From an optimization exercise on the open Yosys and OpenROAD flow, aimed at small area, a short achievable clock period and few clock cycles per item; shortcuts taken in it are not production practice. In this exercise RTL edits were held to simulation tests only and were not proved equivalent to the original.

$ cat flow/flow/run.sh
#!/bin/bash
# Standard ORFS layout with two changes to how it is made:
#  - synthesis is the standard flow's own script, but ABC maps for minimum area (deepsyn +
#    area mapping, flow/abc_min.script) instead of minimum delay, and full
#    adders are left to ABC instead of being extracted first;
#  - the port buffers are the smallest buffer cell.
# Each tool's output goes to its own log in this folder (synth.log, layout.log)
# besides ORFS's logs under orfs/logs.
set -euo pipefail
W=$PWD
{
  head -n 1 synth_recipe.tcl
  cat <<TCL
proc abc {args} {
  set i [lsearch -exact \$args -script]
  if { \$i >= 0 } { set args [lreplace \$args [expr {\$i + 1}] [expr {\$i + 1}] $W/flow/abc_min.script] }
  yosys abc {*}\$args
}
proc extract_fa {args} {}
TCL
  tail -n +2 synth_recipe.tcl
} > my_synth.tcl
sed "s#SYNTH_SCRIPT=[^ ]*#SYNTH_SCRIPT=$W/my_synth.tcl#" standard.sh > my_standard.sh
bash my_standard.sh synth > synth.log 2>&1
bash standard.sh "BUFFER_PORTS_ARGS=-buffer_cell sky130_fd_sc_hd__buf_1" finish > layout.log 2>&1
$ cat flow/flow/abc_min.script
strash
&get -n
&deepsyn -T 300
&put
dch
amap
topo
$ cat flow/standard.sh
#!/bin/bash
# synth_recipe.tcl (not shown) runs the flow's synth.tcl, then flattens the netlist and writes it again
# the make line also repeats each setting of config.mk as NAME=value (left out here)
make -C /OpenROAD-flow-scripts/flow DESIGN_CONFIG=/design/flow/config.mk WORK_HOME=/design/flow/orfs CLKGATE_MAP_FILE= SYNTH_SCRIPT=/design/flow/synth_recipe.tcl "${@:-finish}"
$ cat flow/config.mk
export PLATFORM = sky130hd
export DESIGN_NAME = RSA_TOP
export DESIGN_NICKNAME = RSA_TOP
export VERILOG_FILES = /design/flow/design.v
export SDC_FILE = /design/flow/constraint.sdc
export NUM_CORES = 4
export LEC_CHECK = 0
export CAP_MARGIN = 20
export CORE_MARGIN = 2
export CORE_UTILIZATION = 60
export CTS_BUF_LIST = sky130_fd_sc_hd__clkbuf_8
export SLEW_MARGIN = 20
$ cat flow/constraint.sdc
create_clock -name core_clock -period 160.0 [get_ports {clk}]
set_input_delay 32.0000 -clock core_clock [delete_from_list [all_inputs] [get_ports {clk}]]
set_output_delay 32.0000 -clock core_clock [all_outputs]
set_load 0.01 [all_outputs]
$ cat flow/design.v
module RSA_CS #(parameter W = 5) (input [W-1:0] X, input [W-1:0] M, output [W-1:0] Y);
  wire [W:0] br;
  wire [W-1:0] d;
  assign br[0] = 1'b0;
  genvar i;
  generate for (i = 0; i < W; i = i + 1) begin : g
    assign d[i] = X[i] ^ M[i] ^ br[i];
    assign br[i+1] = (~X[i] & M[i]) | (~(X[i] ^ M[i]) & br[i]);
  end endgenerate
  assign Y = br[W] ? X : d;
endmodule
module RSA_MOD (input [7:0] X, input [3:0] M, output [3:0] R);
  wire [4:0] y3, y2, y1, y0;
  RSA_CS #(5) s3 (.X(X[7:3]),            .M({1'b0, M}), .Y(y3));
  RSA_CS #(5) s2 (.X({y3[3:0], X[2]}),   .M({1'b0, M}), .Y(y2));
  RSA_CS #(5) s1 (.X({y2[3:0], X[1]}),   .M({1'b0, M}), .Y(y1));
  RSA_CS #(5) s0 (.X({y1[3:0], X[0]}),   .M({1'b0, M}), .Y(y0));
  assign R = y0[3:0];
endmodule
module RSA_ADD #(parameter W = 8) (input [W-1:0] A, input [W-1:0] B, output [W-1:0] S);
  wire [W:0] c;
  assign c[0] = 1'b0;
  genvar i;
  generate for (i = 0; i < W; i = i + 1) begin : g
    assign S[i] = A[i] ^ B[i] ^ c[i];
    assign c[i+1] = (A[i] & B[i]) | ((A[i] ^ B[i]) & c[i]);
  end endgenerate
endmodule
module RSA_IP (
    input  [3:0] IN_P, IN_Q,
    input  [6:0] IN_E,
    input  [7:0] IN_C,
    output [7:0] OUT_M
);
  wire [5:0] ph = {IN_P == 4'd13, IN_P == 4'd11, IN_P == 4'd7, IN_P == 4'd5, IN_P == 4'd3, IN_P == 4'd2};
  wire [5:0] qh = {IN_Q == 4'd13, IN_Q == 4'd11, IN_Q == 4'd7, IN_Q == 4'd5, IN_Q == 4'd3, IN_Q == 4'd2};
  wire plt = ~|(qh & ~(ph | (ph << 1) | (ph << 2) | (ph << 3) | (ph << 4) | (ph << 5)));
  wire [5:0] sh = plt ? ph : qh;    
  wire [5:0] bh = plt ? qh : ph;    
  wire [3:0] s  = plt ? IN_P : IN_Q;
  wire [3:0] b  = plt ? IN_Q : IN_P;
  wire [4:0] ef = {2'b0, IN_E[6:4]} + {1'b0, IN_E[3:0]};
  reg x3;             
  reg [1:0] k11;      
  always @(*) begin
    case (ef)
      5'd2, 5'd5, 5'd8, 5'd11, 5'd14, 5'd17, 5'd20: x3 = 1'b1;
      default: x3 = 1'b0;
    endcase
    case (ef)
      5'd2, 5'd7, 5'd12, 5'd17, 5'd22: k11 = 2'd1;
      5'd3, 5'd8, 5'd13, 5'd18:        k11 = 2'd2;
      5'd4, 5'd9, 5'd14, 5'd19:        k11 = 2'd3;
      default: k11 = 2'd0;
    endcase
  end
  wire x4 = IN_E[1];                        
  wire [3:0] rs, rb;
  RSA_MOD u_rs (.X(IN_C), .M(s), .R(rs));
  RSA_MOD u_rb (.X(IN_C), .M(b), .R(rb));
  wire [3:0] r11 = sh[4] ? rs : rb;
  wire [3:0] ys5, ys7, yb5, yb7, y11, y13;
  RSA_POW5  u_ps5 (.K(x4),       .R(rs),  .Y(ys5));
  RSA_POW7  u_ps7 (.K(x3),       .R(rs),  .Y(ys7));
  RSA_POW5  u_pb5 (.K(x4),       .R(rb),  .Y(yb5));
  RSA_POW7  u_pb7 (.K(x3),       .R(rb),  .Y(yb7));
  RSA_POW11 u_p11 (.K(k11),      .R(r11), .Y(y11));
  RSA_POW13 u_p13 (.K({x4, x3}), .R(rb),  .Y(y13));
  wire [3:0] ms = ({4{sh[0] | sh[1]}} & rs) | ({4{sh[2]}} & ys5) | ({4{sh[3]}} & ys7) | ({4{sh[4]}} & y11);
  wire [3:0] mb = ({4{bh[1]}} & rb) | ({4{bh[2]}} & yb5) | ({4{bh[3]}} & yb7) | ({4{bh[4]}} & y11) | ({4{bh[5]}} & y13);
  wire [3:0] mbs;
  RSA_MODS u_mbs (.SH(sh[4:0]), .M(mb), .R(mbs));
  wire [4:0] vd;
  RSA_ADD #(5) u_vd (.A({1'b0, ms}), .B({1'b1, ~mbs}), .S(vd));    
  wire [3:0] vn, vs;
  RSA_ADD #(4) u_vn (.A(vd[3:0]), .B(4'd1), .S(vn));
  RSA_ADD #(4) u_vs (.A(vd[3:0]), .B(s + 4'd1), .S(vs));
  wire [3:0] v = vd[4] ? vs : vn;
  wire [13:0] pr = {sh[4] & bh[5], sh[3] & bh[5], sh[3] & bh[4], sh[2] & bh[5], sh[2] & bh[4], sh[2] & bh[3],
                    sh[1] & bh[5], sh[1] & bh[4], sh[1] & bh[3], sh[1] & bh[2],
                    sh[0] & bh[5], sh[0] & bh[4], sh[0] & bh[3], sh[0] & bh[2]};
  wire [3:0] u;
  RSA_UINV u_u (.PR(pr), .V(v), .U(u));
  wire [7:0] a0, a1, a2;
  RSA_ADD #(8) u_a0 (.A({4'd0, u}), .B({4'd0, mb}), .S(a0));
  RSA_ADD #(8) u_a1 (.A(a0), .B({3'd0, u & {4{b[1]}}, 1'b0}), .S(a1));
  RSA_ADD #(8) u_a2 (.A(a1), .B({2'd0, u & {4{b[2]}}, 2'b0}), .S(a2));
  RSA_ADD #(8) u_a3 (.A(a2), .B({1'd0, u & {4{b[3]}}, 3'b0}), .S(OUT_M));
endmodule
module RSA_POW5 (input [0:0] K, input [3:0] R, output reg [3:0] Y);
  always @(*) begin
    case ({K, R})
      {1'd0, 4'd0}: Y = 4'd0;
      {1'd0, 4'd1}: Y = 4'd1;
      {1'd0, 4'd2}: Y = 4'd2;
      {1'd0, 4'd3}: Y = 4'd3;
      {1'd0, 4'd4}: Y = 4'd4;
      {1'd1, 4'd0}: Y = 4'd0;
      {1'd1, 4'd1}: Y = 4'd1;
      {1'd1, 4'd2}: Y = 4'd3;
      {1'd1, 4'd3}: Y = 4'd2;
      {1'd1, 4'd4}: Y = 4'd4;
      default: Y = 4'd0;
    endcase
  end
endmodule
module RSA_POW7 (input [0:0] K, input [3:0] R, output reg [3:0] Y);
  always @(*) begin
    case ({K, R})
      {1'd0, 4'd0}: Y = 4'd0;
      {1'd0, 4'd1}: Y = 4'd1;
      {1'd0, 4'd2}: Y = 4'd2;
      {1'd0, 4'd3}: Y = 4'd3;
      {1'd0, 4'd4}: Y = 4'd4;
      {1'd0, 4'd5}: Y = 4'd5;
      {1'd0, 4'd6}: Y = 4'd6;
      {1'd1, 4'd0}: Y = 4'd0;
      {1'd1, 4'd1}: Y = 4'd1;
      {1'd1, 4'd2}: Y = 4'd4;
      {1'd1, 4'd3}: Y = 4'd5;
      {1'd1, 4'd4}: Y = 4'd2;
      {1'd1, 4'd5}: Y = 4'd3;
      {1'd1, 4'd6}: Y = 4'd6;
      default: Y = 4'd0;
    endcase
  end
endmodule
module RSA_POW11 (input [1:0] K, input [3:0] R, output reg [3:0] Y);
  always @(*) begin
    case ({K, R})
      {2'd0, 4'd0}: Y = 4'd0;
      {2'd0, 4'd1}: Y = 4'd1;
      {2'd0, 4'd2}: Y = 4'd2;
      {2'd0, 4'd3}: Y = 4'd3;
      {2'd0, 4'd4}: Y = 4'd4;
      {2'd0, 4'd5}: Y = 4'd5;
      {2'd0, 4'd6}: Y = 4'd6;
      {2'd0, 4'd7}: Y = 4'd7;
      {2'd0, 4'd8}: Y = 4'd8;
      {2'd0, 4'd9}: Y = 4'd9;
      {2'd0, 4'd10}: Y = 4'd10;
      {2'd1, 4'd0}: Y = 4'd0;
      {2'd1, 4'd1}: Y = 4'd1;
      {2'd1, 4'd2}: Y = 4'd8;
      {2'd1, 4'd3}: Y = 4'd5;
      {2'd1, 4'd4}: Y = 4'd9;
      {2'd1, 4'd5}: Y = 4'd4;
      {2'd1, 4'd6}: Y = 4'd7;
      {2'd1, 4'd7}: Y = 4'd2;
      {2'd1, 4'd8}: Y = 4'd6;
      {2'd1, 4'd9}: Y = 4'd3;
      {2'd1, 4'd10}: Y = 4'd10;
      {2'd2, 4'd0}: Y = 4'd0;
      {2'd2, 4'd1}: Y = 4'd1;
      {2'd2, 4'd2}: Y = 4'd7;
      {2'd2, 4'd3}: Y = 4'd9;
      {2'd2, 4'd4}: Y = 4'd5;
      {2'd2, 4'd5}: Y = 4'd3;
      {2'd2, 4'd6}: Y = 4'd8;
      {2'd2, 4'd7}: Y = 4'd6;
      {2'd2, 4'd8}: Y = 4'd2;
      {2'd2, 4'd9}: Y = 4'd4;
      {2'd2, 4'd10}: Y = 4'd10;
      {2'd3, 4'd0}: Y = 4'd0;
      {2'd3, 4'd1}: Y = 4'd1;
      {2'd3, 4'd2}: Y = 4'd6;
      {2'd3, 4'd3}: Y = 4'd4;
      {2'd3, 4'd4}: Y = 4'd3;
      {2'd3, 4'd5}: Y = 4'd9;
      {2'd3, 4'd6}: Y = 4'd2;
      {2'd3, 4'd7}: Y = 4'd8;
      {2'd3, 4'd8}: Y = 4'd7;
      {2'd3, 4'd9}: Y = 4'd5;
      {2'd3, 4'd10}: Y = 4'd10;
      default: Y = 4'd0;
    endcase
  end
endmodule
module RSA_POW13 (input [1:0] K, input [3:0] R, output reg [3:0] Y);
  always @(*) begin
    case ({K, R})
      {2'd0, 4'd0}: Y = 4'd0;
      {2'd0, 4'd1}: Y = 4'd1;
      {2'd0, 4'd2}: Y = 4'd2;
      {2'd0, 4'd3}: Y = 4'd3;
      {2'd0, 4'd4}: Y = 4'd4;
      {2'd0, 4'd5}: Y = 4'd5;
      {2'd0, 4'd6}: Y = 4'd6;
      {2'd0, 4'd7}: Y = 4'd7;
      {2'd0, 4'd8}: Y = 4'd8;
      {2'd0, 4'd9}: Y = 4'd9;
      {2'd0, 4'd10}: Y = 4'd10;
      {2'd0, 4'd11}: Y = 4'd11;
      {2'd0, 4'd12}: Y = 4'd12;
      {2'd1, 4'd0}: Y = 4'd0;
      {2'd1, 4'd1}: Y = 4'd1;
      {2'd1, 4'd2}: Y = 4'd6;
      {2'd1, 4'd3}: Y = 4'd9;
      {2'd1, 4'd4}: Y = 4'd10;
      {2'd1, 4'd5}: Y = 4'd5;
      {2'd1, 4'd6}: Y = 4'd2;
      {2'd1, 4'd7}: Y = 4'd11;
      {2'd1, 4'd8}: Y = 4'd8;
      {2'd1, 4'd9}: Y = 4'd3;
      {2'd1, 4'd10}: Y = 4'd4;
      {2'd1, 4'd11}: Y = 4'd7;
      {2'd1, 4'd12}: Y = 4'd12;
      {2'd2, 4'd0}: Y = 4'd0;
      {2'd2, 4'd1}: Y = 4'd1;
      {2'd2, 4'd2}: Y = 4'd11;
      {2'd2, 4'd3}: Y = 4'd3;
      {2'd2, 4'd4}: Y = 4'd4;
      {2'd2, 4'd5}: Y = 4'd8;
      {2'd2, 4'd6}: Y = 4'd7;
      {2'd2, 4'd7}: Y = 4'd6;
      {2'd2, 4'd8}: Y = 4'd5;
      {2'd2, 4'd9}: Y = 4'd9;
      {2'd2, 4'd10}: Y = 4'd10;
      {2'd2, 4'd11}: Y = 4'd2;
      {2'd2, 4'd12}: Y = 4'd12;
      {2'd3, 4'd0}: Y = 4'd0;
      {2'd3, 4'd1}: Y = 4'd1;
      {2'd3, 4'd2}: Y = 4'd7;
      {2'd3, 4'd3}: Y = 4'd9;
      {2'd3, 4'd4}: Y = 4'd10;
      {2'd3, 4'd5}: Y = 4'd8;
      {2'd3, 4'd6}: Y = 4'd11;
      {2'd3, 4'd7}: Y = 4'd2;
      {2'd3, 4'd8}: Y = 4'd5;
      {2'd3, 4'd9}: Y = 4'd3;
      {2'd3, 4'd10}: Y = 4'd4;
      {2'd3, 4'd11}: Y = 4'd6;
      {2'd3, 4'd12}: Y = 4'd12;
      default: Y = 4'd0;
    endcase
  end
endmodule
module RSA_MODS (input [4:0] SH, input [3:0] M, output [3:0] R);
  reg [3:0] r0;
  always @(*) case (M) 4'd0: r0 = 4'd0; 4'd1: r0 = 4'd1; 4'd2: r0 = 4'd0; 4'd3: r0 = 4'd1; 4'd4: r0 = 4'd0; 4'd5: r0 = 4'd1; 4'd6: r0 = 4'd0; 4'd7: r0 = 4'd1; 4'd8: r0 = 4'd0; 4'd9: r0 = 4'd1; 4'd10: r0 = 4'd0; 4'd11: r0 = 4'd1; 4'd12: r0 = 4'd0; default: r0 = 4'd0; endcase
  reg [3:0] r1;
  always @(*) case (M) 4'd0: r1 = 4'd0; 4'd1: r1 = 4'd1; 4'd2: r1 = 4'd2; 4'd3: r1 = 4'd0; 4'd4: r1 = 4'd1; 4'd5: r1 = 4'd2; 4'd6: r1 = 4'd0; 4'd7: r1 = 4'd1; 4'd8: r1 = 4'd2; 4'd9: r1 = 4'd0; 4'd10: r1 = 4'd1; 4'd11: r1 = 4'd2; 4'd12: r1 = 4'd0; default: r1 = 4'd0; endcase
  reg [3:0] r2;
  always @(*) case (M) 4'd0: r2 = 4'd0; 4'd1: r2 = 4'd1; 4'd2: r2 = 4'd2; 4'd3: r2 = 4'd3; 4'd4: r2 = 4'd4; 4'd5: r2 = 4'd0; 4'd6: r2 = 4'd1; 4'd7: r2 = 4'd2; 4'd8: r2 = 4'd3; 4'd9: r2 = 4'd4; 4'd10: r2 = 4'd0; 4'd11: r2 = 4'd1; 4'd12: r2 = 4'd2; default: r2 = 4'd0; endcase
  reg [3:0] r3;
  always @(*) case (M) 4'd0: r3 = 4'd0; 4'd1: r3 = 4'd1; 4'd2: r3 = 4'd2; 4'd3: r3 = 4'd3; 4'd4: r3 = 4'd4; 4'd5: r3 = 4'd5; 4'd6: r3 = 4'd6; 4'd7: r3 = 4'd0; 4'd8: r3 = 4'd1; 4'd9: r3 = 4'd2; 4'd10: r3 = 4'd3; 4'd11: r3 = 4'd4; 4'd12: r3 = 4'd5; default: r3 = 4'd0; endcase
  reg [3:0] r4;
  always @(*) case (M) 4'd0: r4 = 4'd0; 4'd1: r4 = 4'd1; 4'd2: r4 = 4'd2; 4'd3: r4 = 4'd3; 4'd4: r4 = 4'd4; 4'd5: r4 = 4'd5; 4'd6: r4 = 4'd6; 4'd7: r4 = 4'd7; 4'd8: r4 = 4'd8; 4'd9: r4 = 4'd9; 4'd10: r4 = 4'd10; 4'd11: r4 = 4'd0; 4'd12: r4 = 4'd1; default: r4 = 4'd0; endcase
  assign R = ({4{SH[0]}} & r0) | ({4{SH[1]}} & r1) | ({4{SH[2]}} & r2) | ({4{SH[3]}} & r3) | ({4{SH[4]}} & r4);
endmodule
module RSA_UINV (input [13:0] PR, input [3:0] V, output [3:0] U);
  reg [3:0] u0;
  always @(*) case (V) 4'd0: u0 = 4'd0; 4'd1: u0 = 4'd1; default: u0 = 4'd0; endcase
  reg [3:0] u1;
  always @(*) case (V) 4'd0: u1 = 4'd0; 4'd1: u1 = 4'd1; default: u1 = 4'd0; endcase
  reg [3:0] u2;
  always @(*) case (V) 4'd0: u2 = 4'd0; 4'd1: u2 = 4'd1; default: u2 = 4'd0; endcase
  reg [3:0] u3;
  always @(*) case (V) 4'd0: u3 = 4'd0; 4'd1: u3 = 4'd1; default: u3 = 4'd0; endcase
  reg [3:0] u4;
  always @(*) case (V) 4'd0: u4 = 4'd0; 4'd1: u4 = 4'd2; 4'd2: u4 = 4'd1; default: u4 = 4'd0; endcase
  reg [3:0] u5;
  always @(*) case (V) 4'd0: u5 = 4'd0; 4'd1: u5 = 4'd1; 4'd2: u5 = 4'd2; default: u5 = 4'd0; endcase
  reg [3:0] u6;
  always @(*) case (V) 4'd0: u6 = 4'd0; 4'd1: u6 = 4'd2; 4'd2: u6 = 4'd1; default: u6 = 4'd0; endcase
  reg [3:0] u7;
  always @(*) case (V) 4'd0: u7 = 4'd0; 4'd1: u7 = 4'd1; 4'd2: u7 = 4'd2; default: u7 = 4'd0; endcase
  reg [3:0] u8;
  always @(*) case (V) 4'd0: u8 = 4'd0; 4'd1: u8 = 4'd3; 4'd2: u8 = 4'd1; 4'd3: u8 = 4'd4; 4'd4: u8 = 4'd2; default: u8 = 4'd0; endcase
  reg [3:0] u9;
  always @(*) case (V) 4'd0: u9 = 4'd0; 4'd1: u9 = 4'd1; 4'd2: u9 = 4'd2; 4'd3: u9 = 4'd3; 4'd4: u9 = 4'd4; default: u9 = 4'd0; endcase
  reg [3:0] u10;
  always @(*) case (V) 4'd0: u10 = 4'd0; 4'd1: u10 = 4'd2; 4'd2: u10 = 4'd4; 4'd3: u10 = 4'd1; 4'd4: u10 = 4'd3; default: u10 = 4'd0; endcase
  reg [3:0] u11;
  always @(*) case (V) 4'd0: u11 = 4'd0; 4'd1: u11 = 4'd2; 4'd2: u11 = 4'd4; 4'd3: u11 = 4'd6; 4'd4: u11 = 4'd1; 4'd5: u11 = 4'd3; 4'd6: u11 = 4'd5; default: u11 = 4'd0; endcase
  reg [3:0] u12;
  always @(*) case (V) 4'd0: u12 = 4'd0; 4'd1: u12 = 4'd6; 4'd2: u12 = 4'd5; 4'd3: u12 = 4'd4; 4'd4: u12 = 4'd3; 4'd5: u12 = 4'd2; 4'd6: u12 = 4'd1; default: u12 = 4'd0; endcase
  reg [3:0] u13;
  always @(*) case (V) 4'd0: u13 = 4'd0; 4'd1: u13 = 4'd6; 4'd2: u13 = 4'd1; 4'd3: u13 = 4'd7; 4'd4: u13 = 4'd2; 4'd5: u13 = 4'd8; 4'd6: u13 = 4'd3; 4'd7: u13 = 4'd9; 4'd8: u13 = 4'd4; 4'd9: u13 = 4'd10; 4'd10: u13 = 4'd5; default: u13 = 4'd0; endcase
  assign U = ({4{PR[0]}} & u0) | ({4{PR[1]}} & u1) | ({4{PR[2]}} & u2) | ({4{PR[3]}} & u3) | ({4{PR[4]}} & u4) | ({4{PR[5]}} & u5) | ({4{PR[6]}} & u6) | ({4{PR[7]}} & u7) | ({4{PR[8]}} & u8) | ({4{PR[9]}} & u9) | ({4{PR[10]}} & u10) | ({4{PR[11]}} & u11) | ({4{PR[12]}} & u12) | ({4{PR[13]}} & u13);
endmodule
module RSA_TOP (
    clk, rst_n, in_valid,
    in_p, in_q, in_e, in_c,
    out_valid, out_m
);
input clk, rst_n, in_valid;
input [3:0] in_p, in_q;
input [7:0] in_e, in_c;
output out_valid;
output reg [7:0] out_m;
reg [3:0] st;
wire [3:0] st_nx = st[3]     ? ((st[2:0] == 3'd7) ? {3'd0, in_valid} : st + 4'd1) :
                   in_valid  ? 4'd1 : {st[0], 3'd0};
always @(posedge clk or negedge rst_n) begin
  if (!rst_n) st <= 4'd0;
  else st <= st_nx;
end
wire first = in_valid & (st[3] | ~st[0]);
reg [3:0] kp, kq;
reg [6:0] ke;    
always @(posedge clk) if (first) begin
  kp <= in_p; kq <= in_q; ke <= in_e[6:0];
end
reg [7:0] dl [0:7];
integer i;
always @(posedge clk) begin
  dl[0] <= in_c;
  for (i = 1; i < 8; i = i + 1) dl[i] <= dl[i-1];
end
wire [7:0] m_w;
RSA_IP I_RSA_IP (.IN_P(kp), .IN_Q(kq), .IN_E(ke), .IN_C(dl[7]), .OUT_M(m_w));
always @(posedge clk or negedge rst_n) begin
  if (!rst_n) out_m <= 8'd0;
  else out_m <= m_w & {8{st_nx[3]}};
end
assign out_valid = st[3];
endmodule
==> results of run 1 <==
metal layers:
layer	GRT usage (%)	routed length [um]
met5	0	0
met2	50.7	5980
met4	14.1	420
met1	35.2	5370
met3	3.91	655
final timing paths:
| path | end | slack (ns) |
|---|---|---|
| worst min-delay path | dl[2][7] | 0.33 |
| worst max-delay path | out_m[5] | 127.10 |
| min in group asynchronous | out_m[0] | 31.64 |
| worst min register to register | dl[2][7] | 0.33 |
| max in group asynchronous | st[0] | 127.94 |
| worst max register to register | out_m[6] | 141.00 |
final cells by class:
class | instances | area share, %
tap | 105 | 2.42
timing repair buffer | 40 | 3.18
sequential | 91 | 37.5
clock buffer | 9 | 2.28
multi-input combinational | 510 | 47.7
clock inverter | 7 | 1.06
inverter | 85 | 5.88
cells in the mapped netlist, types with 2 or more instances:
cell      count  area, um^2
a211oi_1     16         120
and2_0        3        18.8
nand2_1      64         240
o21bai_1      3        22.5
o21a_1       10        75.1
o31ai_1       4        30.0
a22oi_1       3        22.5
dfrtp_1      12         300
nand3_1       7        35.0
o21ai_0      65         325
a31oi_1      12        75.1
o211ai_1      4        30.0
a221oi_1      5        43.8
nor2b_1       7        43.8
dfxtp_1      64        1280
nor3_1       21         105
nor2_1      158         593
clkinv_1     85         319
or2_0         7        43.8
a21oi_1      57         285
edfxtp_1     15         450
a21boi_0      2        15.0
a21o_1        5        37.5
o22a_1        2        17.5
o32a_1        2        20.0
o22ai_1      28         175
o221ai_1      9        78.8
o32ai_1       6        52.6
through the flow:
step / instance area, um^2 / util [%] / std cells / hold WS [ns]
2_1_floorplan: 4940 / - / 686 / 0.310
3_3_place_gp: 5240 / 64.8 / 831 / 0.311
3_5_place_dp: 5240 / 64.8 / 831 / 0.312
4_1_cts: 5430 / 67.0 / 847 / 0.332
5_1_grt: 5430 / 67.0 / 847 / 0.334
6_report: 5430 / 67.0 / 847 / 0.332
cell families (layout without fill, tap and decap cells):
kind of cell,count (synthesis),in the layout,synth area share (%)
buffers and inverters,85,141,6.46
flip-flops,91,91,41.1
AO/OA/AOI/OAI,238,238,29.8
XOR/XNOR,1,1,0.177
AND/OR/NAND/NOR,271,271,22.4
sequential cells by signal (all words and copies together), names as in the netlist:
| signal | count |
|---|---|
| dl | 64 |
| ke | 7 |
| kp | 4 |
| kq | 4 |
| out_m | 8 |
| st | 4 |
==> out/qor.yml, run 1 <==
status: "finished clean"
cts_sinks: 91
tightest_slew_ns: 1.09
drt_wl_total_um: 12400
syn_area_per_cell_um2: 7.20
top_level_ports: 36
fin_nets: 764
via_count: 5067
drt_first_pass_iters: 5
cts_tree: "done"
end_kind: "register"
crit_family: "compound AO/OA/AOI/OAI gates"
ys_warn_count: 10
drive_gt1_share_pct: 2.96
cts_buffers: 9
clock.fmax_mhz: 30.4
synth_cell_type_count: 38
diodes: 0
worstPathArrival_ns: 33.17
ys_ff_latch: 91
io_buffer_count: 34
grt_max_degree: 18
final_cell_mix: "nor2_1 (158), clkinv_1 (85), o21ai_0 (65)"
ant_nets: 0
slowest_delay_ns: 0.42
regArea_um2: 2030
grt-ovfl-total: 0
start_util_pct: 61.0
path_cells: "buf_1 > clkinv_1 > a31oi_1 > a21oi_1 > o21ai_0 > nand2_1 > o22ai_1"
finalHoldViolCount: 0
critPathRequiredTime_ns: 160.27
whs_path_depth: 0
start_kind: "input port"
report.final.slew_viol_count: 0
path_clk_slew_ns: 0.09
vias_per_cell: 5.98
fin_crit_sh_pct: 20.6
holdBufCountCts: 0
synth_top_flop_cell: "dfxtp_1"
syn2layout_area_growth_pct: 9.83
rsz0062_at_grt: "false"
synth_edf_count: 15
clkLatencyLatePin_ns: 0.35
maxCapViolations: 0
drc: 0
final-setup-viol-count: 0
r2r_cells: 96
mappedNetlistArea_um2: 4940
synthArstFlopShare_pct: 13.2
post-cts-setup-buffer-count: 0
max_slew_margin_pct: 27.0
timing.critical_path.from: "in_valid"
hp-start: "dl[1][7]"
cts_resized: 0
wire_per_inst_um: 14.7
dieArea_um2: 8970
core_um2: 8090
ys_seq_area_share_pct: 41.1
path_class: "in2reg"
hp-class: "reg2reg"
final_common_cell: "nor2_1"
clk_path_buf_depth: 2
routabilityCongestion: 0.999
row_count: 33
dr.first_iter.drc_count: 290
cts_root_buf: "clkbuf_8"
grt_pass1_wl_um: 20800
hpwlAfterDp_um: 9490
n_fill_cell: 682
syn_inst: 686
htree_levels: 3
timing.rr.start: "kq[2]"
cp_num_cells: 7
grt_use_total_pct: 29.1
clock_skew_ns: 0.0133
period_needed_ns: 32.90
path_buf_inv: 2
grt_pass1_vias: 4789
syn-num-nets: 713
antenna_found_initial: 0
multi_input_area_um2: 2590
setup_ws_ns: 127.10
dp_slack_ns: 126.75
critPathSlowestCell: "a31oi_1"
die_h_um: 94.7
fin_setup_tns_ns: 0
crit_fanout: 5
die_width_um: 94.7
Testbench counts, summed over its fixed seeds: cycles 8,160, items 480.
==> run 2: changes to the inputs <==
--- a/flow/design.v
+++ b/flow/design.v
@@ -298,9 +298,9 @@
 end
 wire first = in_valid & (st[3] | ~st[0]);
 reg [3:0] kp, kq;
-reg [6:0] ke;    
+reg [6:1] ke;
 always @(posedge clk) if (first) begin
-  kp <= in_p; kq <= in_q; ke <= in_e[6:0];
+  kp <= in_p; kq <= in_q; ke <= in_e[6:1];
 end
 reg [7:0] dl [0:7];
 integer i;
@@ -309,7 +309,7 @@
   for (i = 1; i < 8; i = i + 1) dl[i] <= dl[i-1];
 end
 wire [7:0] m_w;
-RSA_IP I_RSA_IP (.IN_P(kp), .IN_Q(kq), .IN_E(ke), .IN_C(dl[7]), .OUT_M(m_w));
+RSA_IP I_RSA_IP (.IN_P(kp), .IN_Q(kq), .IN_E({ke, 1'b1}), .IN_C(dl[7]), .OUT_M(m_w));
 always @(posedge clk or negedge rst_n) begin
   if (!rst_n) out_m <= 8'd0;
   else out_m <= m_w & {8{st_nx[3]}};
--- a/flow/flow/run.sh
+++ b/flow/flow/run.sh
@@ -3,7 +3,8 @@
 #  - synthesis is the standard flow's own script, but ABC maps for minimum area (deepsyn +
 #    area mapping, flow/abc_min.script) instead of minimum delay, and full
 #    adders are left to ABC instead of being extracted first;
-#  - the port buffers are the smallest buffer cell.
+#  - the port buffers are the smallest buffer cell;
+#  - clock tree synthesis adds no dummy loads to the clock tree leaves.
 # Each tool's output goes to its own log in this folder (synth.log, layout.log)
 # besides ORFS's logs under orfs/logs.
 set -euo pipefail
@@ -22,4 +23,6 @@
 } > my_synth.tcl
 sed "s#SYNTH_SCRIPT=[^ ]*#SYNTH_SCRIPT=$W/my_synth.tcl#" standard.sh > my_standard.sh
 bash my_standard.sh synth > synth.log 2>&1
-bash standard.sh "BUFFER_PORTS_ARGS=-buffer_cell sky130_fd_sc_hd__buf_1" finish > layout.log 2>&1
+bash standard.sh "BUFFER_PORTS_ARGS=-buffer_cell sky130_fd_sc_hd__buf_1" \
+  "CTS_ARGS=-sink_clustering_enable -repair_clock_nets -dont_use_dummy_load -buf_list sky130_fd_sc_hd__clkbuf_8" \
+  finish > layout.log 2>&1
==> flow/flow/abc_min.script (replaced) <==
strash
&get -n
&deepsyn -T 90
&put
dch
amap
topo
==> run 2 against run 1 <==
Wire length fell by 0.19%. Clock skew up 0.010 ns. Utilization fell by 0.40 points. Fmax is 0.30% lower. Synthesized cell count up 4.1%. Flip-flop and latch count shrank 1. Global-route usage down 0.40 points. First-iteration DRC count grew 18%. Area after synthesis up 2.0%. Die area up 1.9%. Critical path depth shrank 1. Largest cell class unchanged.
==> out/qor.yml, run 2 <==
ant_nets: 0  # unchanged
post-cts-setup-buffer-count: 0  # unchanged
routabilityCongestion: 1.00  # +0.21%
ys_top_cells_by_area: "dfxtp_1 (25%), nor2_1 (13%), edfxtp_1 (8.3%)"
syn_area_per_cell_um2: 7.06  # -2.0%
grt_pass1_vias: 4578  # -4.4%
clk_path_buf_depth: 2  # unchanged
ys_seq_area_share_pct: 39.7  # -1.4 points
grt_pass1_wl_um: 20600  # -0.93%
hp-class: "reg2reg"
grt_max_degree: 20  # +2
final_cell_mix: "nor2_1 (173), clkinv_1 (96), o21ai_0 (67)"
cts_sinks: 90  # -1.1%
synth_edf_count: 14  # -1
syn_inst: 714  # +4.1%
syn2layout_area_growth_pct: 8.09
cts_buffers: 9  # unchanged
synthArstFlopShare_pct: 13.3  # +0.15 points
vias_per_cell: 6.02  # +0.64%
synthMuxAreaShare_pct: 0  # unchanged
path_buf_inv: 3  # +1
diodes: 0  # unchanged
dieArea_um2: 9150  # +1.9%
wire_per_inst_um: 14.4  # -2.1%
grt-ovfl-total: 0  # unchanged
cts_tree: "done"
timing.critical_path.from: "in_valid"
fin_crit_sh_pct: 20.6  # +0.061 points
n_fill_cell: 711  # +4.3%
yosysTopAreaCell: "dfxtp_1"
ys_warn_count: 10  # unchanged
timing.rr.end: "out_m[5]"
dr.first_iter.drc_count: 341  # +18%
critPathSlowestCell: "a31oi_1"
path_cells: "buf_1 > clkinv_1 > a21oi_1 > a31oi_1 > clkinv_1 > a211oi_1"
reg.largest.list: "dl (64), out_m (8), ke (6)"
ys_ff_latch: 90  # -1.1%
tightest_slew_ns: 1.01  # -0.0808 ns
synthTopCellsByCount: "nor2_1 (173), clkinv_1 (96), o21ai_0 (68), dfxtp_1 (64), nand2_1 (54)"
dp.cells: 855  # +2.9%
yosys.area_share.simple_pct: 23.9  # +1.4 points
synth-xor-area-share_pct: 0.348  # +0.17 points
rrSetupSlack_ns: 139.96  # -1.04 ns
timing.rr.start: "kp[3]"
mappedNetlistArea_um2: 5040  # +2.0%
synth_cell_type_count: 43  # +13%
final-setup-viol-count: 0  # unchanged
crit_family: "compound AO/OA/AOI/OAI gates"
clkLatencyLatePin_ns: 0.37  # +0.02 ns
synthAdderAreaFrac_pct: 0  # unchanged
worstPathArrival_ns: 33.26  # +0.09 ns
status: "finished clean"
synth.most_common_cell: "nor2_1"
slowest_delay_ns: 0.44  # +0.02 ns
multi_input_area_um2: 2680  # +3.7%
start_kind: "input port"
end_kind: "register"
synth_top_family_by_area: "compound AO/OA/AOI/OAI gates"
regArea_um2: 2000  # -1.5%
drive_gt1_share_pct: 1.71  # -1.3 points
drt_first_pass_iters: 7  # +2
die_h_um: 95.7  # +0.97%
path_class: "in2reg"
start_util_pct: 61.6  # +0.61 points
path_common_cell: "clkinv_1"
dpl_cell_area_um2: 5320  # +1.4%
drt_wl_total_um: 12400  # -0.19%
instances_no_fill: 864  # +2.0%
synth_top_area_share_pct: 25.4  # -0.52 points
rsz0062_at_grt: "false"
report.final.slew_viol_count: 0  # unchanged
synth_top_flop_cell: "dfxtp_1"
endpoint: "out_m[4]"
grt_use_total_pct: 28.7  # -0.40 points
syn-num-nets: 741  # +3.9%
core_um2: 8180  # +1.0%
period_needed_ns: 33.00  # +0.0980 ns
maxCapViolations: 0  # unchanged
max_slew_margin_pct: 32.4  # +5.4 points
htree_levels: 3  # unchanged
die_width_um: 95.7  # +0.97%
fin_setup_tns_ns: 0  # unchanged
antenna_found_initial: 0  # unchanged
cts_root_buf: "clkbuf_8"
drc: 0  # unchanged
via_count: 5202  # +2.7%
finalHoldViolCount: 0  # unchanged
synth_compound_area_share_pct: 28.9  # -0.86 points
r2r_cells: 97  # +1.0%
holdBufCountCts: 0  # unchanged
largest_register: "dl"
final_common_cell: "nor2_1"
critPathRequiredTime_ns: 160.26  # about the same
cp_num_cells: 6  # -1
fin_nets: 788  # +3.1%
clock.fmax_mhz: 30.3  # -0.30%
path_clk_slew_ns: 0.10  # about the same
io_buffer_count: 33  # -2.9%
hpwlAfterDp_um: 9550  # +0.65%
row_count: 33  # unchanged
crit_fanout: 6  # +1
stdcell_area_um2: 5450  # +0.42%
largest_reg_flops: 64  # unchanged
top_level_ports: 36  # unchanged
cts_resized: 0  # unchanged
clock_skew_ns: 0.0234  # +0.0101 ns
[run 2: worst min path at each step]
stage                        start        to  slack [ns]  cells past startpoint
after floorplan           dl[0][0]  dl[1][0]        0.31                      0
after global placement    dl[1][2]  dl[2][2]        0.31                      0
after detailed placement  dl[1][3]  dl[2][3]        0.31                      0
final                     dl[1][7]  dl[2][7]        0.30                      0
after CTS                 dl[1][0]  dl[2][0]        0.31                      0
after global routing      dl[1][7]  dl[2][7]        0.31                      0
[run 2: logic make-up after synthesis]
kind of cell,count (synthesis)
flip-flops,90
XOR/XNOR,2
AND/OR/NAND/NOR,290
buffers and inverters,96
AO/OA/AOI/OAI,236
[run 2: layer usage]
layer / part of all wire (%) / routed length (um) / GRT usage (%)
met1: 45 / 5610 / 38.9
met2: 45 / 5540 / 45.9
met3: 7.9 / 976 / 5.61
met4: 2.3 / 283 / 9.52
met5: 0 / 0 / 0
[run 2: metrics by stage]
step	hold slack, ns	utilization, %	setup WS [ns]
3_5_place_dp	0.312	65.0	126.68
5_1_grt	0.311	66.6	126.85
3_3_place_gp	0.310	65.0	126.74
4_1_cts	0.310	66.6	127.03
2_1_floorplan	0.310	-	126.80
6_report	0.303	66.6	127.00
[run 2: area by class of cell]
cell class | instances | area share, %
timing repair buffer | 36 | 2.69
multi-input combinational | 528 | 49.3
inverter | 96 | 6.61
tap | 105 | 2.41
sequential | 90 | 36.7
clock buffer | 9 | 2.27
[run 2: worst register-to-register path, delay by kind of cell, from the launching register on]
family	cells	cell delay, ns
xor gates and xnor gates	1	0.27
buffers and inverters	14	2.98
AOI/OAI and AO/OA	52	11.57
and+or+nand+nor	30	4.76
DFF	1	0.42
Testbench counts of run 2, summed over its fixed seeds: cycles 8,160, items 480.
==> run 3: changes to the inputs <==
--- a/flow/design.v
+++ b/flow/design.v
@@ -27,18 +27,33 @@
   end endgenerate
 endmodule
 module RSA_IP (
-    input  [3:0] IN_P, IN_Q,
+    input  [3:0] IN_X,     
+    input        IN_H,     
     input  [6:0] IN_E,
     input  [7:0] IN_C,
     output [7:0] OUT_M
 );
-  wire [5:0] ph = {IN_P == 4'd13, IN_P == 4'd11, IN_P == 4'd7, IN_P == 4'd5, IN_P == 4'd3, IN_P == 4'd2};
-  wire [5:0] qh = {IN_Q == 4'd13, IN_Q == 4'd11, IN_Q == 4'd7, IN_Q == 4'd5, IN_Q == 4'd3, IN_Q == 4'd2};
-  wire plt = ~|(qh & ~(ph | (ph << 1) | (ph << 2) | (ph << 3) | (ph << 4) | (ph << 5)));
-  wire [5:0] sh = plt ? ph : qh;    
-  wire [5:0] bh = plt ? qh : ph;    
-  wire [3:0] s  = plt ? IN_P : IN_Q;
-  wire [3:0] b  = plt ? IN_Q : IN_P;
+  wire [13:0] pr;
+  assign pr[ 0] = (IN_X == 4'd7);    
+  assign pr[ 1] = (IN_X == 4'd5);    
+  assign pr[ 2] = (IN_X == 4'd9);    
+  assign pr[ 3] = (IN_X == 4'd15);    
+  assign pr[ 4] = (IN_X == 4'd6) & IN_H;    
+  assign pr[ 5] = (IN_X == 4'd4);    
+  assign pr[ 6] = (IN_X == 4'd8) & IN_H;    
+  assign pr[ 7] = (IN_X == 4'd14) & IN_H;    
+  assign pr[ 8] = (IN_X == 4'd2);    
+  assign pr[ 9] = (IN_X == 4'd14) & ~IN_H;    
+  assign pr[10] = (IN_X == 4'd8) & ~IN_H;    
+  assign pr[11] = (IN_X == 4'd12);    
+  assign pr[12] = (IN_X == 4'd10);    
+  assign pr[13] = (IN_X == 4'd6) & ~IN_H;    
+  wire [5:0] sh = {1'b0, pr[13], pr[12] | pr[11], pr[10] | pr[9] | pr[8],
+                   pr[7] | pr[6] | pr[5] | pr[4], pr[3] | pr[2] | pr[1] | pr[0]};
+  wire [5:0] bh = {pr[13] | pr[12] | pr[10] | pr[7] | pr[3], pr[11] | pr[9] | pr[6] | pr[2],
+                   pr[8] | pr[5] | pr[1], pr[4] | pr[0], 2'b00};
+  wire [3:0] s = {sh[4], sh[2] | sh[3], sh[0] | sh[1] | sh[3] | sh[4], sh[1] | sh[2] | sh[3] | sh[4]};
+  wire [3:0] b = {bh[4] | bh[5], bh[2] | bh[3] | bh[5], bh[1] | bh[3] | bh[4], 1'b1};
   wire [4:0] ef = {2'b0, IN_E[6:4]} + {1'b0, IN_E[3:0]};
   reg x3;             
   reg [1:0] k11;      
@@ -76,9 +91,6 @@
   RSA_ADD #(4) u_vn (.A(vd[3:0]), .B(4'd1), .S(vn));
   RSA_ADD #(4) u_vs (.A(vd[3:0]), .B(s + 4'd1), .S(vs));
   wire [3:0] v = vd[4] ? vs : vn;
-  wire [13:0] pr = {sh[4] & bh[5], sh[3] & bh[5], sh[3] & bh[4], sh[2] & bh[5], sh[2] & bh[4], sh[2] & bh[3],
-                    sh[1] & bh[5], sh[1] & bh[4], sh[1] & bh[3], sh[1] & bh[2],
-                    sh[0] & bh[5], sh[0] & bh[4], sh[0] & bh[3], sh[0] & bh[2]};
   wire [3:0] u;
   RSA_UINV u_u (.PR(pr), .V(v), .U(u));
   wire [7:0] a0, a1, a2;
@@ -297,10 +309,13 @@
   else st <= st_nx;
 end
 wire first = in_valid & (st[3] | ~st[0]);
-reg [3:0] kp, kq;
+reg [3:0] kx;
+reg       kh;
 reg [6:1] ke;
 always @(posedge clk) if (first) begin
-  kp <= in_p; kq <= in_q; ke <= in_e[6:1];
+  kx <= in_p ^ in_q;
+  kh <= (~in_p[3] & ~in_p[2] & in_p[0]) | (~in_q[3] & ~in_q[2] & in_q[0]);
+  ke <= in_e[6:1];
 end
 reg [7:0] dl [0:7];
 integer i;
@@ -309,7 +324,7 @@
   for (i = 1; i < 8; i = i + 1) dl[i] <= dl[i-1];
 end
 wire [7:0] m_w;
-RSA_IP I_RSA_IP (.IN_P(kp), .IN_Q(kq), .IN_E({ke, 1'b1}), .IN_C(dl[7]), .OUT_M(m_w));
+RSA_IP I_RSA_IP (.IN_X(kx), .IN_H(kh), .IN_E({ke, 1'b1}), .IN_C(dl[7]), .OUT_M(m_w));
 always @(posedge clk or negedge rst_n) begin
   if (!rst_n) out_m <= 8'd0;
   else out_m <= m_w & {8{st_nx[3]}};
==> run 3 against run 2 <==
Still clean on timing, DRC and antenna. Non-clock buffer count is 3 higher. Die area down 4.2%. Count of clock-buffer cells in the layout is the same. Design area down 3.9%. Setup slack lost 0.043 ns. Wire length down 4.3%. Register-to-register slack lost 2.6 ns. Final cell count fell by 4.3%. Critical endpoint is now ke[6]. Largest cell class unchanged. Highest routed layer unchanged.
==> out/qor.yml, run 3 <==
status: "finished clean"
die_h_um: 93.6  # -2.1%
drc: 0  # unchanged
synthArstFlopShare_pct: 13.8  # +0.46 points
dieArea_um2: 8760  # -4.2%
syn-num-nets: 704  # -5.0%
start_util_pct: 62.0  # +0.37 points
fin_setup_tns_ns: 0  # unchanged
core_um2: 7770  # -5.0%
regArea_um2: 1910  # -4.5%
ant_nets: 0  # unchanged
n_fill_cell: 682  # -4.1%
worstPathArrival_ns: 33.00  # -0.26 ns
syn_area_per_cell_um2: 7.12  # +0.80%
critPathSlowestCell: "a21oi_1"
fin_crit_sh_pct: 20.6  # +0.027 points
grt_pass1_wl_um: 19900  # -3.1%
hp-class: "reg2reg"
report.final.slew_viol_count: 0  # unchanged
clk_path_buf_depth: 2  # unchanged
diodes: 0  # unchanged
period_needed_ns: 33.04  # +0.0430 ns
finalHoldViolCount: 0  # unchanged
final-setup-viol-count: 0  # unchanged
clock_skew_ns: 0.0284  # +0.00508 ns
reg.largest.list: "dl (64), out_m (8), ke (6)"
ys_warn_count: 10  # unchanged
cts_buffers: 9  # unchanged
largest_reg_flops: 64  # unchanged
multi_input_area_um2: 2580  # -3.8%
synth_top_area_share_pct: 26.6  # +1.2 points
drive_gt1_share_pct: 2.07  # +0.36 points
instances_no_fill: 827  # -4.3%
grt_use_total_pct: 28.5  # -0.21 points
clock.fmax_mhz: 30.3  # -0.13%
crit_fanout: 11  # +5
post-cts-setup-buffer-count: 0  # unchanged
clkLatencyLatePin_ns: 0.37  # about the same
cts_root_buf: "clkbuf_8"
htree_levels: 3  # unchanged
top_level_ports: 36  # unchanged
hpwlAfterDp_um: 9130  # -4.5%
final_cell_mix: "nor2_1 (153), clkinv_1 (86), o21ai_0 (66)"
cts_resized: 0  # unchanged
cts_tree: "done"
largest_register: "dl"
dr.first_iter.drc_count: 436  # +28%
ys_seq_area_share_pct: 39.7  # about the same
crit_family: "compound AO/OA/AOI/OAI gates"
vias_per_cell: 5.96  # -1.0%
antenna_found_initial: 0  # unchanged
path_buf_inv: 2  # -1
synth.most_common_cell: "nor2_1"
path_cells: "buf_1 > clkinv_1 > a21oi_1"
drt_wl_total_um: 11900  # -4.3%
mappedNetlistArea_um2: 4820  # -4.4%
critPathRequiredTime_ns: 159.96  # -0.30 ns
ys_ff_latch: 87  # -3.3%
routabilityCongestion: 0.998  # -0.31%
syn2layout_area_growth_pct: 8.73
drt_first_pass_iters: 6  # -1
rrSetupSlack_ns: 137.40  # -2.56 ns
synthTopCellsByCount: "nor2_1 (153), clkinv_1 (86), o21ai_0 (66), dfxtp_1 (64), nand2_1 (64)"
max_slew_margin_pct: 28.1  # -4.3 points
start_kind: "input port"
maxCapViolations: 0  # unchanged
syn_inst: 677  # -5.2%
fin_nets: 754  # -4.3%
synth_cell_type_count: 42  # -2.3%
path_class: "in2reg"
yosysTopAreaCell: "dfxtp_1"
grt_max_degree: 21  # +5.0%
end_kind: "register"
holdBufCountCts: 0  # unchanged
synth_edf_count: 11  # -3
final_common_cell: "nor2_1"
wire_per_inst_um: 14.4  # about the same
via_count: 4929  # -5.2%
tightest_slew_ns: 1.08  # +0.0640 ns
ys_top_cells_by_area: "dfxtp_1 (27%), nor2_1 (12%), edfxtp_1 (6.9%)"
cts_sinks: 87  # -3.3%
io_buffer_count: 33  # unchanged
path_clk_slew_ns: 0.07  # -0.03 ns
synth_top_flop_cell: "dfxtp_1"
grt-ovfl-total: 0  # unchanged
grt_pass1_vias: 4479  # -2.2%
die_width_um: 93.6  # -2.1%
row_count: 32  # -3.0%
slowest_delay_ns: 0.82  # +0.38 ns
dp.cells: 818  # -4.3%
rsz0062_at_grt: "false"
## run 3: final timing paths
kind / startpoint / end / cells past startpoint
setup / recovery: in_valid / ke[6] / 3
hold / removal: dl[6][2] / dl[7][2] / 0
setup reg to reg: kx[1] / out_m[6] / 100
hold reg to reg: dl[6][2] / dl[7][2] / 0
max in group asynchronous: rst_n / st[3] / 1
min in group asynchronous: rst_n / out_m[1] / 1
## run 3: metrics by stage
stage / hold WS [ns] / worst slack, ns / utilization (%) / instance area [um^2]
finish: 0.314 / 126.96 / 67.4 / 5240
global route: 0.324 / 126.86 / 67.4 / 5240
CTS: 0.313 / 126.96 / 67.4 / 5240
detailed placement: 0.312 / 126.59 / 65.8 / 5110
global placement: 0.310 / 126.69 / 65.8 / 5110
floorplan: 0.310 / 126.97 / - / 4820
## run 3: kinds of logic after synthesis
| group | synth area share [%] |
|---|---|
| simple gates | 23.0 |
| compound gates | 30.6 |
| flops | 39.7 |
| buf+inv | 6.70 |
## run 3: per-layer routing
| metal | part of all wire [%] | up-vias | wire length [um] | track usage (%) |
|---|---|---|---|---|
| met5 | 0 | - | 0 | 0 |
| met4 | 2.1 | 0 | 246 | 11.2 |
| met3 | 6.9 | 24 | 817 | 5.32 |
| met2 | 46 | 205 | 5460 | 47.7 |
| met1 | 45 | 2188 | 5350 | 36.3 |
| li1 | - | 2512 | - | - |
## run 3: layout make-up
class / instances / area share (%)
clock buffer: 9 / 2.37
tap: 102 / 2.44
inverter: 86 / 6.16
multi-input combinational: 504 / 49.3
sequential: 87 / 36.5
timing repair buffer: 39 / 3.23
Testbench counts of run 3, summed over its fixed seeds: cycles 8,160, items 480.
==> run 4: changes to the inputs <==
--- a/flow/design.v
+++ b/flow/design.v
@@ -308,11 +308,11 @@
   if (!rst_n) st <= 4'd0;
   else st <= st_nx;
 end
-wire first = in_valid & (st[3] | ~st[0]);
+wire kload = (st == 4'd0) | (st == 4'd15);
 reg [3:0] kx;
 reg       kh;
 reg [6:1] ke;
-always @(posedge clk) if (first) begin
+always @(posedge clk) if (kload) begin
   kx <= in_p ^ in_q;
   kh <= (~in_p[3] & ~in_p[2] & in_p[0]) | (~in_q[3] & ~in_q[2] & in_q[0]);
   ke <= in_e[6:1];
==> run 4 against run 3 <==
Area after synthesis is 1.0% lower. Clock skew is 0.013 ns higher. Die area is 0.99% lower. Sequential share of layout area is 0.22 points higher.
==> out/qor.yml, run 4 <==
drt_first_pass_iters: 5  # -1
io_buffer_count: 33  # unchanged
endpoint: "out_m[4]"
path_cells: "buf_1"
antenna_found_initial: 0  # unchanged
rsz0062_at_grt: "false"
die_width_um: 93.1  # -0.50%
clkLatencyLatePin_ns: 0.36  # about the same
cp_num_cells: 1  # -2
grt_pass1_vias: 4602  # +2.7%
top_level_ports: 36  # unchanged
routabilityCongestion: 0.924  # -7.4%
reg.largest.list: "dl (64), out_m (8), ke (6)"
diodes: 0  # unchanged
holdBufCountCts: 0  # unchanged
grt_use_total_pct: 29.6  # +1.2 points
crit_family: "flip-flops"
ys_ff_latch: 87  # unchanged
hold_ws_ns: 0.303  # -0.0105 ns
critPathSlowestCell: "dfrtp_1"
hpwlAfterDp_um: 9330  # +2.3%
ys_top_cells_by_area: "dfxtp_1 (27%), nor2_1 (13%), o21ai_0 (7.8%)"
die_h_um: 93.1  # -0.50%
largest_register: "dl"
rrSetupSlack_ns: 140.05  # +2.65 ns
htree_levels: 3  # unchanged
row_count: 32  # unchanged
dp_slack_ns: 126.90  # +0.309 ns
cts_resized: 0  # unchanged
synthTopCellsByCount: "nor2_1 (163), o21ai_0 (74), clkinv_1 (71), dfxtp_1 (64), nand2_1 (59)"
core_um2: 7730  # -0.52%
critPathRequiredTime_ns: 128.00  # -31.96 ns
crit_fanout: 1  # -10
setup_ws_ns: 127.16  # +0.198 ns
path_class: "reg2out"
cts_buffers: 9  # unchanged
wire_per_inst_um: 14.8  # +3.4%
cts_sinks: 87  # unchanged
drc: 0  # unchanged
timing.critical_path.from: "out_m[4]"
max_slew_margin_pct: 28.2  # about the same
maxCapViolations: 0  # unchanged
worstPathArrival_ns: 0.84  # -32.16 ns
largest_reg_flops: 64  # unchanged
via_count: 5040  # +2.3%
cts_root_buf: "clkbuf_8"
cts_tree: "done"
dieArea_um2: 8670  # -0.99%
synth_top_area_share_pct: 26.9  # +0.28 points
mappedNetlistArea_um2: 4770  # -1.0%
path_buf_inv: 1  # -1
grt_max_degree: 20  # -4.8%
utilization_pct: 67.4  # about the same
report.final.slew_viol_count: 0  # unchanged
syn2layout_area_growth_pct: 9.21
ys_warn_count: 10  # unchanged
synth_edf_count: 11  # unchanged
fin_setup_tns_ns: 0  # unchanged
syn_area_per_cell_um2: 7.06  # -0.75%
slowest_delay_ns: 0.38  # -0.44 ns
hp-class: "reg2reg"
clock.fmax_mhz: 30.4  # +0.60%
r2r_cells: 99  # -1.0%
fin_crit_sh_pct: 20.5  # -0.12 points
clk_path_buf_depth: 2  # unchanged
clock_skew_ns: 0.0414  # +0.0130 ns
dr.first_iter.drc_count: 544  # +25%
status: "finished clean"
final_cell_mix: "nor2_1 (163), o21ai_0 (74), clkinv_1 (71)"
timing.rr.start: "kx[1]"
vias_per_cell: 6.09  # +2.3%
synth_cell_type_count: 37  # -12%
timing.rr.end: "out_m[6]"
fin_nets: 754  # unchanged
instances_no_fill: 827  # unchanged
n_fill_cell: 661  # -3.1%
final-setup-viol-count: 0  # unchanged
stdcell_area_um2: 5210  # -0.60%
final_common_cell: "nor2_1"
synthArstFlopShare_pct: 13.8  # unchanged
grt-ovfl-total: 0  # unchanged
syn-num-nets: 702  # -0.28%
ys_seq_area_share_pct: 40.1  # +0.42 points
end_kind: "primary output"
tightest_slew_ns: 1.06  # -0.0137 ns
drive_gt1_share_pct: 2.48  # +0.41 points
dp.cells: 818  # unchanged
synth.most_common_cell: "nor2_1"
path_clk_slew_ns: 0.10  # +0.03 ns
yosysTopAreaCell: "dfxtp_1"
syn_inst: 675  # -0.30%
post-cts-setup-buffer-count: 0  # unchanged
drt_wl_total_um: 12300  # +3.4%
synth_top_flop_cell: "dfxtp_1"
start_util_pct: 61.7  # -0.33 points
start_kind: "register"
dpl_cell_area_um2: 5080  # -0.69%
period_needed_ns: 32.84  # -0.198 ns
ant_nets: 0  # unchanged
finalHoldViolCount: 0  # unchanged
grt_pass1_wl_um: 20700  # +4.0%
-- run 4: cell type report --
type	count	area [um^2]	area share, %
multi-input combinational	517	2590	49.8
sequential	87	1910	36.7
inverter	71	267	5.12
timing repair buffer	41	184	3.53
tap	102	128	2.45
clock buffer	9	124	2.38
-- run 4: worst min-delay path by stage --
stage,end,slack (ns),cells after the start,start
floorplan,dl[1][0],0.31,0,dl[0][0]
global placement,dl[1][4],0.31,0,dl[0][4]
detailed placement,dl[1][3],0.31,0,dl[0][3]
CTS,dl[2][1],0.30,0,dl[1][1]
global route,dl[2][1],0.30,0,dl[1][1]
finish,dl[2][1],0.30,0,dl[1][1]
-- run 4: cells by family after synthesis --
| group | Yosys count | share of synthesized area (%) |
|---|---|---|
| AOI/OAI and AO/OA | 229 | 29.1 |
| xor gates and xnor gates | 2 | 0.368 |
| buffers and inverters | 71 | 5.59 |
| DFF | 87 | 40.1 |
| and+or+nand+nor | 286 | 24.9 |
-- run 4: per-layer routing --
layer	up-vias	track usage [%]	share of wire, %
met3	17	3.63	7.1
li1	2503	-	-
met1	2307	39.5	43
met2	213	50.5	48
met5	-	0	0
met4	0	9.07	1.4
Testbench counts of run 4, summed over its fixed seeds: cycles 8,160, items 480.

[static timing again, ports no longer ideal]
The flow's constraints put no driver on any port. The routed layouts listed below were extracted and timed again, unchanged, in two steps. Step 1, drivers: a clkbuf_16 drives clk and a buf_2 each remaining input, both assumed. Step 2 moves the port delays by t, midway between the first and last clock arrival at a register: inputs arrive t later, outputs are due t later. That takes back most of the time a late clock gives input paths. a / b / c = ideal ports / drivers / drivers and shift; a / b = the first two.
| run | t, ns | setup WS [ns] | slew at the worst register clock pin (ns) | worst slew at a driven data input, ns |
|---|---|---|---|---|
| run 1 | 0.377 | 127.102 / 127.105 / 126.729 | 0.10 / 0.10 | 0.03 |
| run 2 | 0.389 | 127.004 / 126.999 / 126.628 | 0.10 / 0.10 | 0.03 |
| run 3 | 0.386 | 126.961 / 126.967 / 126.582 | 0.09 / 0.09 | 0.03 |
| run 4 | 0.367 | 127.159 / 127.127 / 126.899 | 0.10 / 0.10 | 0.04 |
After both steps setup and hold are still met in every run listed. For run 3, which loses most, drivers alone change the setup slack by +0.006 ns; drivers and shift together by -0.379 ns.
